Background: an optimization exercise with open tools, aiming at small area and a short achievable clock period. Do not read the settings as production practice.
Function was checked by simulation only, so behaviour that the tests miss may differ from the original.

## flow/design.v (module list and top-level ports; edited modules follow where they fit)
// module fm_mult: 9 lines
// module conv2d: 4730 lines
module conv2d#(
    parameter   CONV_WIDTH      = 'd8 ,
    parameter   CONV_HEIGHT     = 'd8 
)(
    input clk   ,
    input rst_n ,
    input                matrix_vsync ,
    input                matrix_href  ,
    input        [6:0]   matrix_h_cnt       ,
    input        [6:0]   matrix_v_cnt       ,
    input signed [15:0]   conv_bias   ,
    input        [143:0]  fm_data     ,
    input        [143:0]  conv_weight ,
    output reg        [6:0]  conv_h_cnt ,
    output reg        [6:0]  conv_v_cnt ,
    output reg               conv_href  ,
    output reg               conv_vsync ,
    output reg signed [31:0] conv_result
);
  // ...
==> flow/run.sh <==
#!/bin/bash
# synth_recipe.tcl (not shown) runs the flow's synth.tcl, then flattens the netlist and writes it again
# the make line also repeats each setting of config.mk as NAME=value (left out here)
make -C /OpenROAD-flow-scripts/flow DESIGN_CONFIG=/design/flow/config.mk WORK_HOME=/design/flow/orfs CLKGATE_MAP_FILE= SYNTH_SCRIPT=/design/flow/synth_recipe.tcl finish
==> flow/config.mk <==
export PLATFORM = sky130hd
export DESIGN_NAME = conv2d
export DESIGN_NICKNAME = conv2d
export VERILOG_FILES = /design/flow/design.v
export SDC_FILE = /design/flow/constraint.sdc
export NUM_CORES = 4
export LEC_CHECK = 0
export CAP_MARGIN = 20
export CORE_MARGIN = 2
export CORE_UTILIZATION = 40
export SLEW_MARGIN = 20
==> flow/constraint.sdc <==
create_clock -name core_clock -period 10.0 [get_ports {clk}]
set_input_delay 2.0000 -clock core_clock [delete_from_list [all_inputs] [get_ports {clk}]]
set_output_delay 2.0000 -clock core_clock [all_outputs]
set_load 0.01 [all_outputs]
==> run_results.csv, run 1 <==
group,metric,value,unit
status,status,"no timing/DRC/antenna violations",
cts,cts_buffers,43,
setup_path,cp-endpoint,"conv_result[31]$_DFF_PN0_",
sta,tns,0,ns
cells_and_area,final-nonclk-buf-share,0.06537,
floorplan,initial_utilization,0.4027,
detailed_routing,drtAntennaViolNets,0,
cts,clockBufferDepth,3,
cts,cts.clk_slew.worst_paths,0.06,ns
cts,cts_sinks,346,
sta,fin_skew,0.06163,ns
global_route,antenna_found_initial,14,
logic_synthesis,synth_top_area_share,0.3947,
cells_and_area,final_cell_mix,"fa_1 (1240), inv_1 (1087), xor2_1 (728)",
place,dp_slack,2.619,ns
logic_synthesis,yosys_warnings,1,
setup_path,critPathLaunchType,"primary input",
global_route,met1_usage,0.4781,
detailed_routing,remaining_drc_errors,0,
setup_path,arrival,7.29,ns
floorplan,io_pins,370,
cells_and_area,final_common_cell,"fa_1",
place,portBuffers,369,
global_route,first_global_vias,50950,
cells_and_area,largest_reg_flops,32,
logic_synthesis,synth-seq-area-share,0.1152,
min_path,min_to,"conv_v_cnt[2]$_DFF_PN0_",
global_route,gr-usage-met3,0.1006,
min_path,hp-class,"reg2reg",
cts,cts_setup_buffers,0,
detailed_routing,wl_met2,119300,µm
logic_synthesis,synthTopCellsByCount,"fa_1 (1240), inv_1 (1087), xor2_1 (728)",
logic_synthesis,synth-async-reset-ratio,0.1850,
==> run 2: changes to the inputs <==
--- a/flow/config.mk
+++ b/flow/config.mk
@@ -9,3 +9,4 @@
 export CORE_MARGIN = 2
 export CORE_UTILIZATION = 40
+export SETUP_SLACK_MARGIN = 4.0
 export SLEW_MARGIN = 20
==> run 2 against run 1 <==
Effect of this change: first-iteration DRC count grew 2.9%; worst hold slack about the same; sequential share of layout area fell by 0.36 points; flip-flop and latch count did not move; cell count up 1.3%; synthesized cell count unchanged; setup slack improved by 0.78 ns; maximum frequency rose by 13%; largest cell class unchanged; highest routed layer unchanged.
==> run_results.csv, run 2 <==
group,metric,value,unit
min_path,hp-class,"reg2reg",
floorplan,core.rowCount,145,
setup_path,cp_common_cell,"fa_1",
logic_synthesis,synth_compound_area_frac,0.1531,
detailed_routing,wl_per_cell,32.67,µm
sta,worst_pin_slew,1.328,ns
logic_synthesis,synth_top_area_share,0.3947,
setup_path,endpoint_kind,"register",
floorplan,core_area,156200,µm²
logic_synthesis,syn_inst,6647,
global_route,grt_pass1_wl,401500,µm
cts,cts_buffers,45,
place,routabilityCongestion,1.075,
place,dp_hpwl,252600,µm
setup_path,crit_chain,"clkdlybuf4s50_1, xnor2_2, o21ai_2, fa_1, inv_1, fa_1, fa_1, fa_1, inv_1, fa_1, fa_1",
cts,clockBufferDepth,3,
cells_and_area,top_register,"conv_result",
setup_path,cp_slowest_cell,"clkdlybuf4s50_1",
cts,cts_sinks,346,
logic_synthesis,synthTopCellsByCount,"fa_1 (1240), inv_1 (1087), xor2_1 (728)",
cells_and_area,final_common_cell,"fa_1",
cts,cts_tree,"built",
cts,cts_hold_buf,0,
logic_synthesis,synthFlopType,"dfxtp_1",
detailed_routing,drtAntennaViolNets,0,
setup_path,critPathMaxStageDelay,0.90,ns
logic_synthesis,synth_top_family_by_area,"adder cells",
global_route,antenna_found_initial,26,
logic_synthesis,yosys.area_share.simple,0.05590,
setup_path,cp_top_family,"adder cells",
logic_synthesis,syn_nets,8347,
cells_and_area,drive_above_1_share,0.08134,
logic_synthesis,synth-async-reset-ratio,0.1850,
logic_synthesis,synth-edff-count,0,
setup_path,cp_num_buf_inv,3,
logic_synthesis,synth-xor-area-share,0.1469,
detailed_routing,firstDrtPassIters,6,
place,dp.cells,8730,
floorplan,initial_utilization,0.4027,
global_route,grt_max_degree,65,
setup_path,critPathLaunchType,"primary input",
logic_synthesis,netlist-cell-type-count,66,
setup_path,path_max_fanout,9,
logic_synthesis,yosys.cell_count.top_type,"fa_1",
sta,rsz0062_at_grt,"true",
detailed_routing,avgViaCountPerCell,5.766,
detailed_routing,remaining_drc_errors,0,
logic_synthesis,ys_ff_latch,346,
sta,min_period,6.027,ns
setup_path,critPathRequiredTime,10.53,ns
cells_and_area,largest_reg_flops,32,
floorplan,die_w,400.6,µm
sta,min_period_over_period,0.6027,
logic_synthesis,syn-mean-instance-area,9.463,µm²
cts,cts_root_buf,"clkbuf_16",
logic_synthesis,synthMuxAreaShare,0.01195,
logic_synthesis,yosys.area_share.adder,0.4221,
logic_synthesis,netlist_top_cells_area,"fa_1 (39%), xor2_1 (10%), dfxtp_1 (9.0%)",
cells_and_area,final_cell_mix,"fa_1 (1214), inv_1 (1080), xor2_1 (716)",
cells_and_area,final_nets,8525,
sta,whs,0.3468,ns
sta,maxSlewHeadroom,0.1055,
floorplan,die_y,400.6,µm
floorplan,io_pins,370,
sta,fmax,0.1659,GHz
logic_synthesis,yosys_warnings,1,
logic_synthesis,netlist_area,62900,µm²
cells_and_area,fin_cells,8932,
sta,setup_viol,0,
sta,tns,0,ns
place,portBuffers,369,
global_route,first_global_vias,51510,
cts,cts.htree.levels,2,
sta,maxSlewViolCount,0,
cts,cts.clk_slew.worst_paths,0.07,ns
cts,clock_latency,0.68,ns
logic_synthesis,synth-seq-area-share,0.1152,
setup_path,arrival,6.56,ns
setup_path,worstSetupPathType,"in2reg",
floorplan,fp.dieArea,160400,µm²
detailed_routing,dr_total_vias,51500,
global_route,track_usage,0.3599,
cells_and_area,final_core_util,0.4640,
logic_synthesis,netlist.top_cell.by_area,"fa_1",
global_route,grt-ovfl-total,0,
sta,final-hold-violation-count,0,
status,status,"no timing/DRC/antenna violations",
run,maxCapViolCount,0,
cells_and_area,areaGrowthSynthToFinish,15.23,%
detailed_routing,drtIter0Drc,6683,
sta,fin_skew,0.04968,ns
detailed_routing,drt_wl_total,291800,µm
-- run 2: cell counts after synthesis --
No cell type changed its count.
-- run 2: final timing paths --
check	cells past startpoint	slack (ns)	start	end
worst max-delay path	11	3.97	fm_data[117]	cs_c17_7$_DFF_P_
max in group asynchronous	1	7.92	rst_n	conv_result[28]$_DFF_PN0_
worst max register to register	18	4.74	cs_c14_0$_DFF_P_	conv_result[28]$_DFF_PN0_
min in group asynchronous	1	1.45	rst_n	conv_h_cnt_r[0]$_DFF_PN0_
worst min-delay path	0	0.35	conv_v_cnt_r[4]$_DFF_PN0_	conv_v_cnt[4]$_DFF_PN0_
worst min register to register	0	0.35	conv_v_cnt_r[4]$_DFF_PN0_	conv_v_cnt[4]$_DFF_PN0_
-- run 2: kinds of logic (layout without fill, tap and decap cells) --
kind of cell / Yosys count / count (layout)
buffers and inverters: 1567 / 1780
AOI/OAI and AO/OA: 1451 / 1451
adders and majority gates: 1378 / 1378
xor gates and xnor gates: 1055 / 1055
and+or+nand+nor: 775 / 775
DFF: 346 / 346
muxes: 75 / 75
other: 0 / 14
-- run 2: area by class of cell --
class                   count  area (µm²)
diodes                     14       35.03
clock buffers              58        1257
clock inverters            24       340.3
fillers                 14900       83730
inverters                1098        4153
multi-input cells        4734       50840
flip-flops and latches    346        7247
well taps                2058        2575
repair buffers            598        6025
repair inverters            2       10.01
-- run 2: routing by layer --
| layer | vias up | routed length, µm | GRT usage |
|---|---|---|---|
| li1 | 21560 | - | - |
| met1 | 26380 | 116300 | 0.4833 |
| met2 | 2981 | 122500 | 0.5267 |
| met3 | 549 | 32290 | 0.09411 |
| met4 | 26 | 20570 | 0.2018 |
| met5 | - | 167 | 0 |
-- run 2: through the flow --
| step | setup WS (ns) | instance area [µm²] |
|---|---|---|
| floorplan | 3.956 | 62960 |
| global placement | 2.574 | 68430 |
| detailed placement | 2.574 | 68430 |
| CTS | 3.948 | 71350 |
| global route | 3.904 | 72460 |
| finish | 3.973 | 72480 |
-- run 2: what timing repair did --
action | CTS | global route
gates cloned | 0 | 3
pin swaps | 18 | 38
resized for setup | 153 | 246
buffers inserted | 86 | 17
setup endpoints to repair | 119 | 55

## port drivers added, routing unchanged
Ports are ideal in the flow. The routed layouts listed here were re-timed in OpenROAD. Step 1 (the two cells are an assumption about what drives the block):
set clk [get_ports {clk}]
set_driving_cell -lib_cell sky130_fd_sc_hd__clkbuf_16 $clk
set_driving_cell -lib_cell sky130_fd_sc_hd__buf_2 [delete_from_list [all_inputs] $clk]
Step 2 times the ports against the registers' clock, not the clock port: input delays grow and output delays shrink by t, the midpoint of the rising clock arrivals with the driver on. Slacks: no drivers / after step 1 / after step 2; pairs: no drivers / after step 1.
run | shift t [ns] | setup WS [ns] | slew at the worst register clock pin (ns) | worst slew at a driven data input, ns
run 1 | 0.722 | 3.195 / 3.249 / 2.527 | 0.08 / 0.08 | 0.27
run 2 | 0.736 | 3.973 / 4.033 / 3.297 | 0.08 / 0.08 | 0.13
After both steps every run listed still meets setup and hold. For run 2, which loses most, drivers alone change the setup slack by +0.060 ns; drivers and shift together by -0.676 ns.
